This design comes from an exercise in tuning for small area and a short achievable clock period on the open sky130 flow, not from production work.
RTL that was checked went through simulation tests only; none was proved equivalent to the original.
The RTL of run 2 was laid out without a check of its function.
Power figures rest on the tool's default switching activity, not on a simulated workload.

==> flow/design.v, too long to show whole: its modules and the start of the top module <==
// module cordic: 7233 lines
module cordic(clk, angle, sine, cosine);
  // ...
==> flow/flow/run.sh <==
#!/bin/bash
# Own layout flow: the standard flow (standard.sh) with these changes to how
# the layout is made:
#  1. synthesis is the standard synthesis script (synth_recipe.tcl), but ABC
#     maps the logic without the slow 4-high stacked cells and a few slow two-stage cells (patch_abc.py) and
#     without first mapping adders to fa/ha cells (ADDER_MAP_FILE empty);
#     registers are mapped before ABC, so they are the standard synthesis's;
#  2. port buffers are buf_2 cells instead of the delay cell buffer_ports picks;
#  3. the resizer may swap a cell for any cell of the same function.
# Each step's full output goes to a log file in this folder.
set -uo pipefail
here=$(pwd)
rm -rf "$here/myscripts"
cp -r "$FLOW_HOME/scripts" "$here/myscripts"
python3 flow/patch_abc.py "$here/myscripts/synth_preamble.tcl" > patch.log 2>&1 || exit 1
bash standard.sh SCRIPTS_DIR="$here/myscripts" ADDER_MAP_FILE= synth > synth.log 2>&1 || exit 1
export BUFFER_PORTS_ARGS="-buffer_cell sky130_fd_sc_hd__buf_2"
bash standard.sh MATCH_CELL_FOOTPRINT=0 finish > layout.log 2>&1
==> flow/flow/patch_abc.py <==
# Adds -dont_use for the slow 4-high stacked cells to ABC's arguments only.
import sys
p = sys.argv[1]
s = open(p).read()
anchor = 'set abc_args [list -script $abc_script \\\n  {*}$lib_args {*}$lib_dont_use_args -constr $::env(OBJECTS_DIR)/abc.constr]\n'
assert anchor in s, "anchor not found"
cells = ("a2111o a2111oi o2111a o2111ai a311o a311oi o311a o311ai a41o a41oi o41a o41ai "
         "or4 or4b or4bb nor4 nor4b nor4bb and4 and4b and4bb a221o a221oi o221a o221ai "
         "a222oi a32o a32oi o32a o32ai maj3 or3 or3b and3b o31a a31o o2bb2a a2bb2o a211o a22o a21o a21bo o211a o21a o21ba nand4 nand4b nand4bb and3 nor3b o22a").split()
extra = "foreach c {%s} {\n  lappend abc_args -dont_use sky130_fd_sc_hd__${c}_*\n}\n" % " ".join(cells)
open(p, "w").write(s.replace(anchor, anchor + extra))
print("patched", p)
==> flow/standard.sh <==
#!/bin/bash
# synth_recipe.tcl (not shown) runs the flow's synth.tcl, then flattens the netlist and writes it again
# the make line also repeats each setting of config.mk as NAME=value (left out here)
make -C /OpenROAD-flow-scripts/flow DESIGN_CONFIG=/design/flow/config.mk WORK_HOME=/design/flow/orfs CLKGATE_MAP_FILE= SYNTH_SCRIPT=/design/flow/synth_recipe.tcl "${@:-finish}"
==> flow/config.mk <==
export PLATFORM = sky130hd
export DESIGN_NAME = cordic
export DESIGN_NICKNAME = cordic
export VERILOG_FILES = /design/flow/design.v
export SDC_FILE = /design/flow/constraint.sdc
export NUM_CORES = 4
export LEC_CHECK = 0
export CAP_MARGIN = 20
export CORE_MARGIN = 2
export CORE_UTILIZATION = 40
export CTS_CLUSTER_DIAMETER = 100
export CTS_CLUSTER_SIZE = 30
export SETUP_SLACK_MARGIN = 1.3
export SLEW_MARGIN = 20
==> flow/constraint.sdc <==
create_clock -name core_clock -period 3.5 [get_ports {clk}]
set_input_delay 0.7000 -clock core_clock [delete_from_list [all_inputs] [get_ports {clk}]]
set_output_delay 0.7000 -clock core_clock [all_outputs]
set_load 0.01 [all_outputs]
==> key figures, run 1 <==
Run status
  – Status: complete, no violations

Pwr
  – Clock group: 3.65 mW
  – Comb pwr share: 0.578
  – LEAKAGE: 12.1 nW

Routing
  – Met2 routed WL: 28.7 mm
  – ANT nets after route: 0
  – Met3 WL post-DR: 3.61 mm
  – Detail-routed via count per cell: approximately 5.0
  – Initial DRT Pass Iterations: 8

Synthesis
  – Mapped Area: 27900 um^2
  – Largest cells by area after synthesis: dfxtp_1 37%, xnor2_1 15%, nor2_1 4.9%, nand2_1 4.7%, a21oi_1 4.3%
  – Gate count of the mapped netlist: 3499
  – Post-synth top flop: dfxtp_1
  – Simple-Gate Fraction of Synth Area: 0.197
  – Distinct cells, synth: 57

Job
  – Max-Cap Viols: 0

Worst setup path
  – Reg-to-reg endpoint: y9[12]
  – Critical Path AT: 2.77 ns
  – Crit-path leading delay family: simple AND/OR/NAND/NOR gates
  – Crit path max-delay cell type: dfxtp_2
  – R2R depth: 9
  – RR Startpoint: x8[8]
  – Crit-path max FO: 5

STA
  – Hold Violations, Final: 0
  – Final period utilization: 0.654
  – Final Setup Violations: 0

Final layout
  – Register area: 10600 um^2
  – Share of cells above drive strength 1: 0.187
  – Largest register FFs: 32
  – Nets: 3596

Clock network
  – H-tree levels: 1
  – Clock buffer count from CTS: 26
  – Clock Pin Slew Worst Setup and Hold Paths: approximately 0.11 ns
  – Longest Clk Path Bufs: 3
  – Clock latency (worst-skew pair): 0.59 ns
  – Post_cts resized: 177

Die
  – Cell Rows: 96
  – Die H: 268 um

Place
  – PortBufs: 64

Global route
  – Largest net degree at the start of global routing: 88
==> inputs of run 2 (changes only) <==
--- a/flow/design.v
+++ b/flow/design.v
@@ -5772,337 +5772,118 @@
   wire zc10_17 = dk_10 ? zp10_s17 : zm10_s17;
   reg d11_10;
   always @(posedge clk) d11_10 <= zc10_17;
   reg d1_1; always @(posedge clk) d1_1 <= ~a0[29];
   reg d1_2; always @(posedge clk) d1_2 <= d1_1;
   reg d1_3; always @(posedge clk) d1_3 <= d1_2;
   reg d1_4; always @(posedge clk) d1_4 <= d1_3;
   reg d1_5; always @(posedge clk) d1_5 <= d1_4;
+  reg d1_6; always @(posedge clk) d1_6 <= d1_5;
   reg d2_1; always @(posedge clk) d2_1 <= z2[29];
   reg d2_2; always @(posedge clk) d2_2 <= d2_1;
   reg d2_3; always @(posedge clk) d2_3 <= d2_2;
   reg d2_4; always @(posedge clk) d2_4 <= d2_3;
+  reg d2_5; always @(posedge clk) d2_5 <= d2_4;
   reg d3_1; always @(posedge clk) d3_1 <= z3[28];
   reg d3_2; always @(posedge clk) d3_2 <= d3_1;
   reg d3_3; always @(posedge clk) d3_3 <= d3_2;
+  reg d3_4; always @(posedge clk) d3_4 <= d3_3;
   reg d4_1; always @(posedge clk) d4_1 <= z4[27];
   reg d4_2; always @(posedge clk) d4_2 <= d4_1;
+  reg d4_3; always @(posedge clk) d4_3 <= d4_2;
   reg d5_1; always @(posedge clk) d5_1 <= z5[26];
+  reg d5_2; always @(posedge clk) d5_2 <= d5_1;
   reg d6_1; always @(posedge clk) d6_1 <= z6[25];
   reg d7_1; always @(posedge clk) d7_1 <= z7[24];
   reg d8_1; always @(posedge clk) d8_1 <= z8[23];
   reg d9_1; always @(posedge clk) d9_1 <= z9[22];
   reg d10_1; always @(posedge clk) d10_1 <= z10[21];
   reg d11_1; always @(posedge clk) d11_1 <= d11_10;
   reg s31_1; always @(posedge clk) s31_1 <= a0[31];
   reg s31_2; always @(posedge clk) s31_2 <= s31_1;
   reg s31_3; always @(posedge clk) s31_3 <= s31_2;
   reg s31_4; always @(posedge clk) s31_4 <= s31_3;
   reg s31_5; always @(posedge clk) s31_5 <= s31_4;
+  reg s31_6; always @(posedge clk) s31_6 <= s31_5;
   reg s30_1; always @(posedge clk) s30_1 <= a0[30];
   reg s30_2; always @(posedge clk) s30_2 <= s30_1;
   reg s30_3; always @(posedge clk) s30_3 <= s30_2;
   reg s30_4; always @(posedge clk) s30_4 <= s30_3;
   reg s30_5; always @(posedge clk) s30_5 <= s30_4;
-  wire [6:0] tselx = {s31_5, s30_5, d1_5, d2_4, d3_3, d4_2, d5_1};
-  wire [6:0] tsely = tselx;
+  reg s30_6; always @(posedge clk) s30_6 <= s30_5;
+  wire [7:0] tselx = {s31_6, s30_6, d1_6, d2_5, d3_4, d4_3, d5_2, d6_1};
+  wire [7:0] tsely = tselx;
   wire [15:0] tx, ty;
-  wire [127:0] tx0_tt = 128'hCF3CC3CFFCC33CF0F0C33CC0033CC30C;
-  wire [127:0] ty0_tt = 128'h33CC30F0F3CC33FF3C33CF330C33CC0;
+  wire [255:0] tx0_tt = 256'h30CCFC0003FFFFF030003F330C00FF0030CCFC000C0FFFF030003F330C000;
+  wire [255:0] ty0_tt = 256'hFF030003F330C00FF0030CCFC000C0FFFFFC0003F330C00000030CCFC000C0FF;
   assign tx[0] = tx0_tt[tselx];
   assign ty[0] = ty0_tt[tsely];
-  wire [127:0] tx1_tt = 128'hB37D447CC2E1823F9A142D15AB88EB57;
-  wire [127:0] ty1_tt = 128'hA8B42859FC4187433E22BECDEAD711D5;
+  wire [255:0] tx1_tt = 256'h6F54CEEADCC64AF0F0A26338A443EAFA36C1ABB375502C9966370AAD3EE54360;
+  wire [255:0] ty1_tt = 256'h99340AAECDD5836C5F57C2251CC6450F0F52633B57732AF606C2A77CB550EC66;
   assign tx[1] = tx1_tt[tselx];
   assign ty[1] = ty1_tt[tsely];
-  wire [127:0] tx2_tt = 128'h77411B60F83B3C110DBDF79C925356EF;
-  wire [127:0] ty2_tt = 128'h39EFBDB0883CDC1F06D882EEF76ACA49;
+  wire [255:0] tx2_tt = 256'h7FFA91289B93DC00FFC9AAE2E3FAB500A13AF742A7523A78E16B404ABD1A9FE9;
+  wire [255:0] ty2_tt = 256'h1E5C4AE542EF5C8500AD5FC7475593FF003BC9D914895FFE97F958BD5202D687;
   assign tx[2] = tx2_tt[tselx];
   assign ty[2] = ty2_tt[tsely];
-  wire [127:0] tx3_tt = 128'hC9BBB230F2B6636C36464DCC884D9D93;
-  wire [127:0] ty3_tt = 128'h33B2626C36C66D4F0C4DDD93C9B9B211;
+  wire [255:0] tx3_tt = 256'h30B550358BF490FF00F2C42A5BF152F2EF4F2FDFF42666071F192EC0040B2D1A;
+  wire [255:0] ty3_tt = 256'hE066642FFBF4F2F74F4A8FDA54234F00FF092FD1AC0AAD0C58B4D020037498F8;
   assign tx[3] = tx3_tt[tselx];
   assign ty[3] = ty3_tt[tsely];
-  wire [127:0] tx4_tt = 128'h8ABE20BF03FB82AE7541DF4379047D51;
-  wire [127:0] ty4_tt = 128'hC2FB82AE7541DFC0FD047D518ABE209E;
+  wire [255:0] tx4_tt = 256'h40D1F9ADFCA7B5AAAA560AC44A6474FC9F2E065283514B5555ADE42EB59F8B06;
+  wire [255:0] ty4_tt = 256'hAAD28AC14A6074F93F2E265223506A5555ADE53FB59F8B0260D1F9AD7427B5AA;
   assign tx[4] = tx4_tt[tselx];
   assign ty[4] = ty4_tt[tsely];
-  wire [127:0] tx5_tt = 128'hFFCD049556DF4C000032FB6AAD20B3FF;
-  wire [127:0] ty5_tt = 128'h56DF4C000032FB6AA920B3FFFFCD04B5;
+  wire [255:0] tx5_tt = 256'h7FE4164063A115FF00576A39FD97D800801BE9BF1C56EA00FFA884D7026827FE;
+  wire [255:0] ty5_tt = 256'h576A38FD97D801001BE9BF9C56EA00FFA885C6026827FE7FE41640EB2115FF;
   assign tx[5] = tx5_tt[tselx];
   assign ty[5] = ty5_tt[tsely];
-  wire [127:0] tx6_tt = 128'hF23D178CCE1743B00DC2E87331E8BC4F;
-  wire [127:0] ty6_tt = 128'hCE1743B00DC2E87331E8BC4FF23D178C;
+  wire [255:0] tx6_tt = 256'h7F06B0A15DB19D77114662457AF29F0080F94F5EA2466288EEB98CBA850D60FE;
+  wire [255:0] ty6_tt = 256'h114662457AF29F0100F94F5EA2466288EEB98DBA850D60FE7F06B0A15D319D77;
   assign tx[6] = tx6_tt[tselx];
   assign ty[6] = ty6_tt[tsely];
-  wire [127:0] tx7_tt = 128'hFC8A944F0DD6AEC003756BB0F229513F;
-  wire [127:0] ty7_tt = 128'hDD6AEC003756BB0F229513FFC8A944F;
+  wire [255:0] tx7_tt = 256'h7FF8DA616BBB98FAA0E6322979A4E0008007259E944C67055F19DCD6865B1FFE;
+  wire [255:0] ty7_tt = 256'hA0E6322979A4E0010007259E944C67055F19DDD6865B1FFE7FF8DA616B3B98FA;
   assign tx[7] = tx7_tt[tselx];
   assign ty[7] = ty7_tt[tsely];
-  wire [127:0] tx8_tt = 128'hFFD8361E8793E4000027C9E1786C1BFF;
-  wire [127:0] ty8_tt = 128'h8793E4000027C9E1786C1BFFFFD8361E;
+  wire [255:0] tx8_tt = 256'h7FFFE34BD842CBFCC02CBDE42D38000080001CB427BD34033FD3431BD2C7FFFE;
+  wire [255:0] ty8_tt = 256'hC02CBDE42D38000100001CB427BD34033FD3421BD2C7FFFE7FFFE34BD8C2CBFC;
   assign tx[8] = tx8_tt[tselx];
   assign ty[8] = ty8_tt[tsely];
-  wire [127:0] tx9_tt = 128'hED88BF02EE48FFFF127740FD11B700;
-  wire [127:0] ty9_tt = 128'h2EE48FFFF127740FD11B70000ED88BF;
+  wire [255:0] tx9_tt = 256'h7FFF038D6D5647FF001D95494E3F00008000FC7292A9B800FFE26AB6B1C0FFFE;
+  wire [255:0] ty9_tt = 256'h1D95494E3F00010000FC7292A9B800FFE26AB6B1C0FFFE7FFF038D6D5647FF;
   assign tx[9] = tx9_tt[tselx];
   assign ty[9] = ty9_tt[tsely];
-  wire [127:0] tx10_tt = 128'hFF0E2A7F01AB8F0000F1D580FE5470FF;
-  wire [127:0] ty10_tt = 128'h1AB8F0000F1D580FE5470FFFF0E2A7F;
+  wire [255:0] tx10_tt = 256'hD55556A424CE3FFF00038CDBDA9555552AAAA95BDB31C000FFFC7324256AAAAB;
+  wire [255:0] ty10_tt = 256'h38CDBDA955554AAAAA95BDB31C000FFFC7324256AAAABD55556A424CE3FFF;
   assign tx[10] = tx10_tt[tselx];
   assign ty[10] = ty10_tt[tsely];
-  wire [127:0] tx11_tt = 128'hAAA599FF00665AAA555A6600FF99A555;
-  wire [127:0] ty11_tt = 128'h665AAA555A6600FF99A555AAA599FF;
+  wire [255:0] tx11_tt = 256'hCCCCCE63E3C1FFFF00007C38398CCCCC3333319C1C3E0000FFFF83C7C6733333;
+  wire [255:0] ty11_tt = 256'h7C38398CCCCC3333319C1C3E0000FFFF83C7C6733333CCCCCE63E3C1FFFF;
   assign tx[11] = tx11_tt[tselx];
   assign ty[11] = ty11_tt[tsely];
-  wire [127:0] tx12_tt = 128'h666387FF001E3999999C7800FFE1C666;
-  wire [127:0] ty12_tt = 128'h1E3999999C7800FFE1C666666387FF;
+  wire [255:0] tx12_tt = 256'h3C3C3E1FE03FFFFF000003F80783C3C3C3C3C1E01FC00000FFFFFC07F87C3C3C;
+  wire [255:0] ty12_tt = 256'h3F80783C3C3C3C3C1E01FC00000FFFFFC07F87C3C3C3C3C3E1FE03FFFFF;
   assign tx[12] = tx12_tt[tselx];
   assign ty[12] = ty12_tt[tsely];
-  wire [127:0] tx13_tt = 128'hE1E07FFF0001F8781E1F8000FFFE0787;
-  wire [127:0] ty13_tt = 128'h1F8781E1F8000FFFE0787E1E07FFF;
+  wire [255:0] tx13_tt = 256'hFC03FE001FFFFFFF00000007FF803FC003FC01FFE0000000FFFFFFF8007FC03F;
+  wire [255:0] ty13_tt = 256'h7FF803FC003FC01FFE0000000FFFFFFF8007FC03FFC03FE001FFFFFFF;
   assign tx[13] = tx13_tt[tselx];
   assign ty[13] = ty13_tt[tsely];
-  wire [127:0] tx14_tt = 128'hE01FFFFF000007F81FE00000FFFFF807;
-  wire [127:0] ty14_tt = 128'h7F81FE00000FFFFF807E01FFFFF;
+  wire [255:0] tx14_tt = 256'hFC0001FFFFFFFFFF00000000007FFFC003FFFE0000000000FFFFFFFFFF80003F;
+  wire [255:0] ty14_tt = 256'h7FFFC003FFFE0000000000FFFFFFFFFF80003FFC0001FFFFFFFFFF;
   assign tx[14] = tx14_tt[tselx];
   assign ty[14] = ty14_tt[tsely];
-  wire [127:0] tx15_tt = 128'hE0000000FFFFFFF81FFFFFFF00000007;
-  wire [127:0] ty15_tt = 128'hFFFFFFF81FFFFFFF00000007E0000000;
+  wire [255:0] tx15_tt = 256'hFC00000000000000FFFFFFFFFFFFFFC003FFFFFFFFFFFFFF000000000000003F;
+  wire [255:0] ty15_tt = 256'hFFFFFFFFFFFFFFC003FFFFFFFFFFFFFF000000000000003FFC00000000000000;
   assign tx[15] = tx15_tt[tselx];
   assign ty[15] = ty15_tt[tsely];
-  reg [15:0] x6, y6;   
-  always @(posedge clk) begin x6 <= tx; y6 <= ty ^ {16{~z6[25]}}; end
-  wire xa6_p0 = x6[0] ^ y6[6];
-  wire xa6_g0 = x6[0] & y6[6];
-  wire xa6_p1 = x6[1] ^ y6[7];
-  wire xa6_g1 = x6[1] & y6[7];
-  wire xa6_p2 = x6[2] ^ y6[8];
-  wire xa6_g2 = x6[2] & y6[8];
-  wire xa6_p3 = x6[3] ^ y6[9];
-  wire xa6_g3 = x6[3] & y6[9];
-  wire xa6_p4 = x6[4] ^ y6[10];
-  wire xa6_g4 = x6[4] & y6[10];
-  wire xa6_p5 = x6[5] ^ y6[11];
-  wire xa6_g5 = x6[5] & y6[11];
-  wire xa6_p6 = x6[6] ^ y6[12];
-  wire xa6_g6 = x6[6] & y6[12];
-  wire xa6_p7 = x6[7] ^ y6[13];
-  wire xa6_g7 = x6[7] & y6[13];
-  wire xa6_p8 = x6[8] ^ y6[14];
-  wire xa6_g8 = x6[8] & y6[14];
-  wire xa6_p9 = x6[9] ^ y6[15];
-  wire xa6_g9 = x6[9] & y6[15];
-  wire xa6_p10 = x6[10] ^ y6[15];
-  wire xa6_g10 = x6[10] & y6[15];
-  wire xa6_p11 = x6[11] ^ y6[15];
-  wire xa6_g11 = x6[11] & y6[15];
-  wire xa6_p12 = x6[12] ^ y6[15];
-  wire xa6_g12 = x6[12] & y6[15];
-  wire xa6_p13 = x6[13] ^ y6[15];
-  wire xa6_g13 = x6[13] & y6[15];
-  wire xa6_p14 = x6[14] ^ y6[15];
-  wire xa6_g14 = x6[14] & y6[15];
-  wire xa6_p15 = x6[15] ^ y6[15];
-  wire xa6_g15 = x6[15] & y6[15];
-  wire xa6_G0_1 = xa6_g0 | (xa6_p0 & ~d6_1);
-  wire xa6_P0_1 = xa6_p0 & 1'b0;
-  wire xa6_G0_3 = xa6_g2 | (xa6_p2 & xa6_g1);
-  wire xa6_P0_3 = xa6_p2 & xa6_p1;
-  wire xa6_G0_5 = xa6_g4 | (xa6_p4 & xa6_g3);
-  wire xa6_P0_5 = xa6_p4 & xa6_p3;
-  wire xa6_G0_7 = xa6_g6 | (xa6_p6 & xa6_g5);
-  wire xa6_P0_7 = xa6_p6 & xa6_p5;
-  wire xa6_G0_9 = xa6_g8 | (xa6_p8 & xa6_g7);
-  wire xa6_P0_9 = xa6_p8 & xa6_p7;
-  wire xa6_G0_11 = xa6_g10 | (xa6_p10 & xa6_g9);
-  wire xa6_P0_11 = xa6_p10 & xa6_p9;
-  wire xa6_G0_13 = xa6_g12 | (xa6_p12 & xa6_g11);
-  wire xa6_P0_13 = xa6_p12 & xa6_p11;
-  wire xa6_G0_15 = xa6_g14 | (xa6_p14 & xa6_g13);
-  wire xa6_P0_15 = xa6_p14 & xa6_p13;
-  wire xa6_G1_3 = xa6_G0_3 | (xa6_P0_3 & xa6_G0_1);
-  wire xa6_P1_3 = xa6_P0_3 & xa6_P0_1;
-  wire xa6_G1_7 = xa6_G0_7 | (xa6_P0_7 & xa6_G0_5);
-  wire xa6_P1_7 = xa6_P0_7 & xa6_P0_5;
-  wire xa6_G1_11 = xa6_G0_11 | (xa6_P0_11 & xa6_G0_9);
-  wire xa6_P1_11 = xa6_P0_11 & xa6_P0_9;
-  wire xa6_G1_15 = xa6_G0_15 | (xa6_P0_15 & xa6_G0_13);
-  wire xa6_P1_15 = xa6_P0_15 & xa6_P0_13;
-  wire xa6_G2_7 = xa6_G1_7 | (xa6_P1_7 & xa6_G1_3);
-  wire xa6_P2_7 = xa6_P1_7 & xa6_P1_3;
-  wire xa6_G2_15 = xa6_G1_15 | (xa6_P1_15 & xa6_G1_11);
-  wire xa6_P2_15 = xa6_P1_15 & xa6_P1_11;
-  wire xa6_G3_15 = xa6_G2_15 | (xa6_P2_15 & xa6_G2_7);
-  wire xa6_P3_15 = xa6_P2_15 & xa6_P2_7;
-  wire xa6_G7_11 = xa6_G1_11 | (xa6_P1_11 & xa6_G2_7);
-  wire xa6_P7_11 = xa6_P1_11 & xa6_P2_7;
-  wire xa6_G8_5 = xa6_G0_5 | (xa6_P0_5 & xa6_G1_3);
-  wire xa6_P8_5 = xa6_P0_5 & xa6_P1_3;
-  wire xa6_G8_9 = xa6_G0_9 | (xa6_P0_9 & xa6_G2_7);
-  wire xa6_P8_9 = xa6_P0_9 & xa6_P2_7;
-  wire xa6_G8_13 = xa6_G0_13 | (xa6_P0_13 & xa6_G7_11);
-  wire xa6_P8_13 = xa6_P0_13 & xa6_P7_11;
-  wire xa6_G9_2 = xa6_g1 | (xa6_p1 & xa6_G0_1);
-  wire xa6_P9_2 = xa6_p1 & xa6_P0_1;
-  wire xa6_G9_4 = xa6_g3 | (xa6_p3 & xa6_G1_3);
-  wire xa6_P9_4 = xa6_p3 & xa6_P1_3;
-  wire xa6_G9_6 = xa6_g5 | (xa6_p5 & xa6_G8_5);
-  wire xa6_P9_6 = xa6_p5 & xa6_P8_5;
-  wire xa6_G9_8 = xa6_g7 | (xa6_p7 & xa6_G2_7);
-  wire xa6_P9_8 = xa6_p7 & xa6_P2_7;
-  wire xa6_G9_10 = xa6_g9 | (xa6_p9 & xa6_G8_9);
-  wire xa6_P9_10 = xa6_p9 & xa6_P8_9;
-  wire xa6_G9_12 = xa6_g11 | (xa6_p11 & xa6_G7_11);
-  wire xa6_P9_12 = xa6_p11 & xa6_P7_11;
-  wire xa6_G9_14 = xa6_g13 | (xa6_p13 & xa6_G8_13);
-  wire xa6_P9_14 = xa6_p13 & xa6_P8_13;
-  wire xa6_G9_16 = xa6_g15 | (xa6_p15 & xa6_G3_15);
-  wire xa6_P9_16 = xa6_p15 & xa6_P3_15;
-  wire xa6_s0 = xa6_p0 ^ ~d6_1;
-  wire xa6_s1 = xa6_p1 ^ xa6_G0_1;
-  wire xa6_s2 = xa6_p2 ^ xa6_G9_2;
-  wire xa6_s3 = xa6_p3 ^ xa6_G1_3;
-  wire xa6_s4 = xa6_p4 ^ xa6_G9_4;
-  wire xa6_s5 = xa6_p5 ^ xa6_G8_5;
-  wire xa6_s6 = xa6_p6 ^ xa6_G9_6;
-  wire xa6_s7 = xa6_p7 ^ xa6_G2_7;
-  wire xa6_s8 = xa6_p8 ^ xa6_G9_8;
-  wire xa6_s9 = xa6_p9 ^ xa6_G8_9;
-  wire xa6_s10 = xa6_p10 ^ xa6_G9_10;
-  wire xa6_s11 = xa6_p11 ^ xa6_G7_11;
-  wire xa6_s12 = xa6_p12 ^ xa6_G9_12;
-  wire xa6_s13 = xa6_p13 ^ xa6_G8_13;
-  wire xa6_s14 = xa6_p14 ^ xa6_G9_14;
-  wire xa6_s15 = xa6_p15 ^ xa6_G3_15;
-  wire m6 = d6_1 ^ z7[24];
-  wire ya6_p0 = y6[0] ^ ~x6[6];
-  wire ya6_g0 = y6[0] & ~x6[6];
-  wire ya6_p1 = y6[1] ^ ~x6[7];
-  wire ya6_g1 = y6[1] & ~x6[7];
-  wire ya6_p2 = y6[2] ^ ~x6[8];
-  wire ya6_g2 = y6[2] & ~x6[8];
-  wire ya6_p3 = y6[3] ^ ~x6[9];
-  wire ya6_g3 = y6[3] & ~x6[9];
-  wire ya6_p4 = y6[4] ^ ~x6[10];
-  wire ya6_g4 = y6[4] & ~x6[10];
-  wire ya6_p5 = y6[5] ^ ~x6[11];
-  wire ya6_g5 = y6[5] & ~x6[11];
-  wire ya6_p6 = y6[6] ^ ~x6[12];
-  wire ya6_g6 = y6[6] & ~x6[12];
-  wire ya6_p7 = y6[7] ^ ~x6[13];
-  wire ya6_g7 = y6[7] & ~x6[13];
-  wire ya6_p8 = y6[8] ^ ~x6[14];
-  wire ya6_g8 = y6[8] & ~x6[14];
-  wire ya6_p9 = y6[9] ^ ~x6[15];
-  wire ya6_g9 = y6[9] & ~x6[15];
-  wire ya6_p10 = y6[10] ^ ~x6[15];
-  wire ya6_g10 = y6[10] & ~x6[15];
-  wire ya6_p11 = y6[11] ^ ~x6[15];
-  wire ya6_g11 = y6[11] & ~x6[15];
-  wire ya6_p12 = y6[12] ^ ~x6[15];
-  wire ya6_g12 = y6[12] & ~x6[15];
-  wire ya6_p13 = y6[13] ^ ~x6[15];
-  wire ya6_g13 = y6[13] & ~x6[15];
-  wire ya6_p14 = y6[14] ^ ~x6[15];
-  wire ya6_g14 = y6[14] & ~x6[15];
-  wire ya6_p15 = y6[15] ^ ~x6[15];
-  wire ya6_g15 = y6[15] & ~x6[15];
-  wire ya6_G0_1 = ya6_g0 | (ya6_p0 & 1'b1);
-  wire ya6_P0_1 = ya6_p0 & 1'b0;
-  wire ya6_G0_3 = ya6_g2 | (ya6_p2 & ya6_g1);
-  wire ya6_P0_3 = ya6_p2 & ya6_p1;
-  wire ya6_G0_5 = ya6_g4 | (ya6_p4 & ya6_g3);
-  wire ya6_P0_5 = ya6_p4 & ya6_p3;
-  wire ya6_G0_7 = ya6_g6 | (ya6_p6 & ya6_g5);
-  wire ya6_P0_7 = ya6_p6 & ya6_p5;
-  wire ya6_G0_9 = ya6_g8 | (ya6_p8 & ya6_g7);
-  wire ya6_P0_9 = ya6_p8 & ya6_p7;
-  wire ya6_G0_11 = ya6_g10 | (ya6_p10 & ya6_g9);
-  wire ya6_P0_11 = ya6_p10 & ya6_p9;
-  wire ya6_G0_13 = ya6_g12 | (ya6_p12 & ya6_g11);
-  wire ya6_P0_13 = ya6_p12 & ya6_p11;
-  wire ya6_G0_15 = ya6_g14 | (ya6_p14 & ya6_g13);
-  wire ya6_P0_15 = ya6_p14 & ya6_p13;
-  wire ya6_G1_3 = ya6_G0_3 | (ya6_P0_3 & ya6_G0_1);
-  wire ya6_P1_3 = ya6_P0_3 & ya6_P0_1;
-  wire ya6_G1_7 = ya6_G0_7 | (ya6_P0_7 & ya6_G0_5);
-  wire ya6_P1_7 = ya6_P0_7 & ya6_P0_5;
-  wire ya6_G1_11 = ya6_G0_11 | (ya6_P0_11 & ya6_G0_9);
-  wire ya6_P1_11 = ya6_P0_11 & ya6_P0_9;
-  wire ya6_G1_15 = ya6_G0_15 | (ya6_P0_15 & ya6_G0_13);
-  wire ya6_P1_15 = ya6_P0_15 & ya6_P0_13;
-  wire ya6_G2_7 = ya6_G1_7 | (ya6_P1_7 & ya6_G1_3);
-  wire ya6_P2_7 = ya6_P1_7 & ya6_P1_3;
-  wire ya6_G2_15 = ya6_G1_15 | (ya6_P1_15 & ya6_G1_11);
-  wire ya6_P2_15 = ya6_P1_15 & ya6_P1_11;
-  wire ya6_G3_15 = ya6_G2_15 | (ya6_P2_15 & ya6_G2_7);
-  wire ya6_P3_15 = ya6_P2_15 & ya6_P2_7;
-  wire ya6_G7_11 = ya6_G1_11 | (ya6_P1_11 & ya6_G2_7);
-  wire ya6_P7_11 = ya6_P1_11 & ya6_P2_7;
-  wire ya6_G8_5 = ya6_G0_5 | (ya6_P0_5 & ya6_G1_3);
-  wire ya6_P8_5 = ya6_P0_5 & ya6_P1_3;
-  wire ya6_G8_9 = ya6_G0_9 | (ya6_P0_9 & ya6_G2_7);
-  wire ya6_P8_9 = ya6_P0_9 & ya6_P2_7;
-  wire ya6_G8_13 = ya6_G0_13 | (ya6_P0_13 & ya6_G7_11);
-  wire ya6_P8_13 = ya6_P0_13 & ya6_P7_11;
-  wire ya6_G9_2 = ya6_g1 | (ya6_p1 & ya6_G0_1);
-  wire ya6_P9_2 = ya6_p1 & ya6_P0_1;
-  wire ya6_G9_4 = ya6_g3 | (ya6_p3 & ya6_G1_3);
-  wire ya6_P9_4 = ya6_p3 & ya6_P1_3;
-  wire ya6_G9_6 = ya6_g5 | (ya6_p5 & ya6_G8_5);
-  wire ya6_P9_6 = ya6_p5 & ya6_P8_5;
-  wire ya6_G9_8 = ya6_g7 | (ya6_p7 & ya6_G2_7);
-  wire ya6_P9_8 = ya6_p7 & ya6_P2_7;
-  wire ya6_G9_10 = ya6_g9 | (ya6_p9 & ya6_G8_9);
-  wire ya6_P9_10 = ya6_p9 & ya6_P8_9;
-  wire ya6_G9_12 = ya6_g11 | (ya6_p11 & ya6_G7_11);
-  wire ya6_P9_12 = ya6_p11 & ya6_P7_11;
-  wire ya6_G9_14 = ya6_g13 | (ya6_p13 & ya6_G8_13);
-  wire ya6_P9_14 = ya6_p13 & ya6_P8_13;
-  wire ya6_G9_16 = ya6_g15 | (ya6_p15 & ya6_G3_15);
-  wire ya6_P9_16 = ya6_p15 & ya6_P3_15;
-  wire ya6_q0 = ya6_p0 ^ m6;
-  wire ya6_s0 = ya6_q0 ^ 1'b1;
-  wire ya6_q1 = ya6_p1 ^ m6;
-  wire ya6_s1 = ya6_q1 ^ ya6_G0_1;
-  wire ya6_q2 = ya6_p2 ^ m6;
-  wire ya6_s2 = ya6_q2 ^ ya6_G9_2;
-  wire ya6_q3 = ya6_p3 ^ m6;
-  wire ya6_s3 = ya6_q3 ^ ya6_G1_3;
-  wire ya6_q4 = ya6_p4 ^ m6;
-  wire ya6_s4 = ya6_q4 ^ ya6_G9_4;
-  wire ya6_q5 = ya6_p5 ^ m6;
-  wire ya6_s5 = ya6_q5 ^ ya6_G8_5;
-  wire ya6_q6 = ya6_p6 ^ m6;
-  wire ya6_s6 = ya6_q6 ^ ya6_G9_6;
-  wire ya6_q7 = ya6_p7 ^ m6;
-  wire ya6_s7 = ya6_q7 ^ ya6_G2_7;
-  wire ya6_q8 = ya6_p8 ^ m6;
-  wire ya6_s8 = ya6_q8 ^ ya6_G9_8;
-  wire ya6_q9 = ya6_p9 ^ m6;
-  wire ya6_s9 = ya6_q9 ^ ya6_G8_9;
-  wire ya6_q10 = ya6_p10 ^ m6;
-  wire ya6_s10 = ya6_q10 ^ ya6_G9_10;
-  wire ya6_q11 = ya6_p11 ^ m6;
-  wire ya6_s11 = ya6_q11 ^ ya6_G7_11;
-  wire ya6_q12 = ya6_p12 ^ m6;
-  wire ya6_s12 = ya6_q12 ^ ya6_G9_12;
-  wire ya6_q13 = ya6_p13 ^ m6;
-  wire ya6_s13 = ya6_q13 ^ ya6_G8_13;
-  wire ya6_q14 = ya6_p14 ^ m6;
-  wire ya6_s14 = ya6_q14 ^ ya6_G9_14;
-  wire ya6_q15 = ya6_p15 ^ m6;
-  wire ya6_s15 = ya6_q15 ^ ya6_G3_15;
-  reg [15:0] x7, y7;
-  always @(posedge clk) begin
-    x7 <= {xa6_s15,xa6_s14,xa6_s13,xa6_s12,xa6_s11,xa6_s10,xa6_s9,xa6_s8,xa6_s7,xa6_s6,xa6_s5,xa6_s4,xa6_s3,xa6_s2,xa6_s1,xa6_s0};
-    y7 <= {ya6_s15,ya6_s14,ya6_s13,ya6_s12,ya6_s11,ya6_s10,ya6_s9,ya6_s8,ya6_s7,ya6_s6,ya6_s5,ya6_s4,ya6_s3,ya6_s2,ya6_s1,ya6_s0};
-  end
+  reg [15:0] x7, y7;   
+  always @(posedge clk) begin x7 <= tx; y7 <= ty ^ {16{~z7[24]}}; end
   wire xa7_p0 = x7[0] ^ y7[7];
   wire xa7_g0 = x7[0] & y7[7];
   wire xa7_p1 = x7[1] ^ y7[8];
   wire xa7_g1 = x7[1] & y7[8];
   wire xa7_p2 = x7[2] ^ y7[9];
   wire xa7_g2 = x7[2] & y7[9];
   wire xa7_p3 = x7[3] ^ y7[10];
   wire xa7_g3 = x7[3] & y7[10];
==> flow/flow/patch_abc.py (replaced) <==
# Adds -dont_use for the slow 4-high stacked cells to ABC's arguments only.
import sys
p = sys.argv[1]
s = open(p).read()
anchor = 'set abc_args [list -script $abc_script \\\n  {*}$lib_args {*}$lib_dont_use_args -constr $::env(OBJECTS_DIR)/abc.constr]\n'
assert anchor in s, "anchor not found"
cells = ("a2111o a2111oi o2111a o2111ai a311o a311oi o311a o311ai a41o a41oi o41a o41ai "
         "or4 or4b or4bb nor4 nor4b nor4bb and4 and4b and4bb a221o a221oi o221a o221ai "
         "a222oi a32o a32oi o32a o32ai maj3 or3 or3b and3b o31a a31o o2bb2a a2bb2o").split()
extra = "foreach c {%s} {\n  lappend abc_args -dont_use sky130_fd_sc_hd__${c}_*\n}\n" % " ".join(cells)
open(p, "w").write(s.replace(anchor, anchor + extra))
print("patched", p)
==> run 2 against run 1 <==
Compared with the run above: final area rose by 8.2%; routed wire length rose by 57%; non-clock buffer count rose by 183; sequential share of layout area fell by 3.8 points; critical path type unchanged; largest cell class unchanged.
==> key figures, run 2 <==
Final layout
  – Regs by FF count: a0 (32), z2 (30), z3 (29)
  – Most common cell after layout, fill and taps aside: xnor2_1
  – Layout area overhead: 23.4%
  – Share of cells above drive strength 1: 0.235 (+0.0482)
  – Largest register FFs: 32 (unchanged)
  – Nets: 3849 (+7.0%)
  – Most frequent cells in the layout: 408 x xnor2_1, 404 x dfxtp_1, 300 x nor2_1
  – Area of the multi-input gates: 19200 um^2
  – Largest Register: a0
  – Fill cell count: 6690
  – Diode count: 0
  – Register area: 10100 um^2 (-4.6%)

Worst setup path
  – Critical path, cell by cell: buf_4 -> nor2_2 -> buf_6 -> a21oi_1 -> o21ai_1 -> a22oi_2 -> buf_4 -> o21a_1 -> mux4_2 -> xnor2_1
  – Crit-path max FO: 10 (+5)
  – Crit-path most repeated cell: buf_4
  – WP data required: 3.99 ns
  – WP buf/inv: 3
  – Worst setup EP type: flop
  – Critical path class: reg2reg
  – Worst Setup Start Kind: flop
  – Crit path max-delay cell type: mux4_2
  – Critical Path AT: 2.91 ns (+0.14 ns)
  – CP max stage delay: 0.49 ns
  – Crit-path leading delay family: buffers and inverters

Synthesis
  – Ys async rst share: 0
  – Register bit total from synthesis: between 400 and 500
  – Area fraction of the dominant cell type after synthesis: 0.346
  – Mapped Area: 28500 um^2 (+2.2%)
  – Most frequent cell after synthesis: dfxtp_1
  – Gate count of the mapped netlist: 3636 (+3.9%)
  – EDFF count, synth: 0
  – Synthesized Nets: between 3000 and 4000
  – Sequential area share after synthesis: 0.346
  – Largest cells by area after synthesis: dfxtp_1 35%, xnor2_1 13%, a21oi_1 5.1%, o21ai_0 4.6%, nor2_1 4.4%
  – Synthesis Warnings: 1
  – Post-synth top flop: dfxtp_1
  – Distinct cells, synth: 74 (+30%)
  – Most frequent cells after synthesis: 493 x dfxtp_1, 409 x xnor2_1, 333 x nor2_1, 314 x nand2_1, 291 x a21oi_1
  – Dominant cell type by area after synthesis: dfxtp_1
  – Syn Area/Cell: 7.85 um^2

STA
  – Fin Clk Skew: ~0.035 ns
  – Worst slew margin: 0.276
  – Slew @ Worst Pin: 1.09 ns
  – Final slew viol count: 0
  – Hold Violations, Final: 0 (unchanged)
  – Final min period: 2.42 ns
  – RSZ-0062 raised after global routing: true
  – Fmax achieved: 414 MHz
  – Final Setup Violations: 0 (unchanged)
  – Setup TNS: 0 ns
  – Final period utilization: 0.691 (+0.0364)

Routing
  – Drt total wl: 93.0 mm
  – Initial DRT Pass Iterations: 9 (+1)
  – DR WL/cell: 19.5 um
  – ANT nets after route: 0 (unchanged)
  – Vias: 26871
  – Detail-routed via count per cell: 5.63 (+12%)
  – # DRC: 0
  – Iter 0 DRT Violations: 2632

Global route
  – Total grt overflow: 0
  – GRT Resource Usage Total: 0.233
  – First-pass GRT wire length: around 140 mm
  – Vias in the first global route: 23760
  – Largest net degree at the start of global routing: 103 (+17%)
  – Initial antenna violation count: 1

Clock network
  – Longest Clk Path Bufs: 3 (unchanged)
  – CTS tree: done
  – Clock latency (worst-skew pair): 0.62 ns (+0.03 ns)
  – H-tree levels: 1 (unchanged)
  – # hold bufs at CTS: 0
  – Clock Pin Slew Worst Setup and Hold Paths: 0.11 ns (about the same)
  – CTS Root Cell: clkbuf_16
  – Clock buffer count from CTS: 26 (unchanged)
  – Clock sink count: a little under 500

Die
  – Core ar.: 70300 um^2
  – Die Area: around 73000 um^2
  – Io pins: 65
  – Initial Util: 0.406
  – Die span in x: 271 um
  – Cell Rows: 97 (+1.0%)
  – Die H: 271 um (+1.1%)

Pwr
  – VDD IR-drop max: approximately 0.55 mV
  – Total Power: 40.5 mW
  – Pwr dens: 1150 nW/um^2
  – LEAKAGE: 13.5 nW (+11%)

Run status
  – Status: complete, no violations

Hold path
  – Worst hold path type: in2reg

Place
  – RePlAce Congestion: 1.06
  – PortBufs: 64 (unchanged)
  – Detailed placer's ending HPWL: 61.1 mm

Job
  – Max-Cap Viols: 0 (unchanged)
## run 2: cell count changes after synthesis, sizes merged, moves of 25 or more
| cell | previous run | this run |
|---|---|---|
| a21o | 0 | 35 |
| a21oi | 242 | 296 |
| and3 | 0 | 43 |
| buf | 53 | 119 |
| dfxtp | 518 | 493 |
| inv | 125 | 78 |
| nand2 | 351 | 314 |
| nand4 | 0 | 33 |
| nor2 | 364 | 339 |
| o21ai | 218 | 276 |
| xnor2 | 479 | 409 |
## run 2: power breakdown
| group | switching (mW) | internal [mW] | leakage, nW |
|---|---|---|---|
| registers | 3.37 | 8.61 | 4.17 |
| logic | 13.1 | 11.9 | 8.92 |
| clock network | 2.09 | 1.52 | 0.434 |
## run 2: cell type report
type	instances	area share
clock inverter	15	0.00704
tap	940	0.0334
timing repair buffer	396	0.101
multi-input combinational	2818	0.544
inverter	81	0.00903
clock buffer	29	0.0191
sequential	493	0.286
## run 2: cells by family after synthesis
| family | after synthesis | share of synthesized area |
|---|---|---|
| simple gates | 1185 | 0.196 |
| buf+inv | 325 | 0.0472 |
| flops | 493 | 0.346 |
| mux | 66 | 0.0250 |
| compound gates | 1019 | 0.218 |
| xor+xnor | 548 | 0.168 |
## run 2: metal layers
metal | track usage | share of wire
met1 | 0.275 | 0.38
met2 | 0.382 | 0.45
met4 | 0.124 | 0.070
met3 | 0.0649 | 0.10
met5 | 0 | 0.00018
## run 2: metrics by stage
stage | setup slack, ns | instance area (um^2) | utilization | hold slack [ns] | instances
5_1_grt | 1.08 | 35200 | 0.501 | 0.145 | 4772
3_5_place_dp | 0.617 | 30300 | 0.431 | 0.312 | 4545
2_1_floorplan | 1.32 | 28500 | - | 0.310 | 3636
4_1_cts | 1.16 | 33000 | 0.470 | 0.146 | 4688
3_3_place_gp | 0.621 | 30300 | 0.431 | 0.310 | 4545
6_report | 1.08 | 35200 | 0.501 | 0.166 | 4772
## run 2: path summary, 6_finish.rpt
path | depth (start not counted) | endpoint | start | slack [ns]
max | 10 | y7[7] | d5_2 | 1.08
min | 1 | a0[18] | angle[18] | 0.17
max reg2reg | 10 | y7[7] | d5_2 | 1.08
min reg2reg | 0 | d2_2 | d2_1 | 0.33
## run 2: timing repair
item	CTS	global route
pin swaps	61	161
resized for setup	269	370
gates cloned	8	7
setup buffers	91	77
endpoints found under the hold margin	0	0
setup endpoints to repair	146	151
## run 2: worst reg2reg max path, delay by kind of cell (launching register included)
kind	cells	cell delay, ns
DFF	1	0.42
buffers and inverters	3	0.58
xor gates and xnor gates	1	0.15
muxes	1	0.49
AOI/OAI and AO/OA	4	0.40
and+or+nand+nor	1	0.25

[re-timing with driven ports]
The flow's constraints put no driver on any port. The routed layouts listed below were extracted and timed again, unchanged, in two steps.
Step 1 sets driving cells, clkbuf_16 on the clock port and buf_2 on the other inputs (assumed; they add their load-dependent delay and slew).
Step 2 moves the port delays by t, midway between the first and last clock arrival at a register: inputs arrive t later, outputs are due t later. That takes back most of the time a late clock gives input paths.
Three values: no drivers, after step 1, after step 2; two values: the first two.
| run | shift t [ns] | setup WS [ns] | worst hold slack (ns) | worst data-port slew with drivers (ns) |
|---|---|---|---|---|
| run 1 | 0.642 | 1.210 / 1.210 / 1.210 | 0.192 / 0.151 / 0.317 | 0.05 |
| run 2 | 0.670 | 1.082 / 1.082 / 1.082 | 0.166 / 0.124 / 0.326 | 0.05 |
After both steps setup and hold are still met in every run listed.
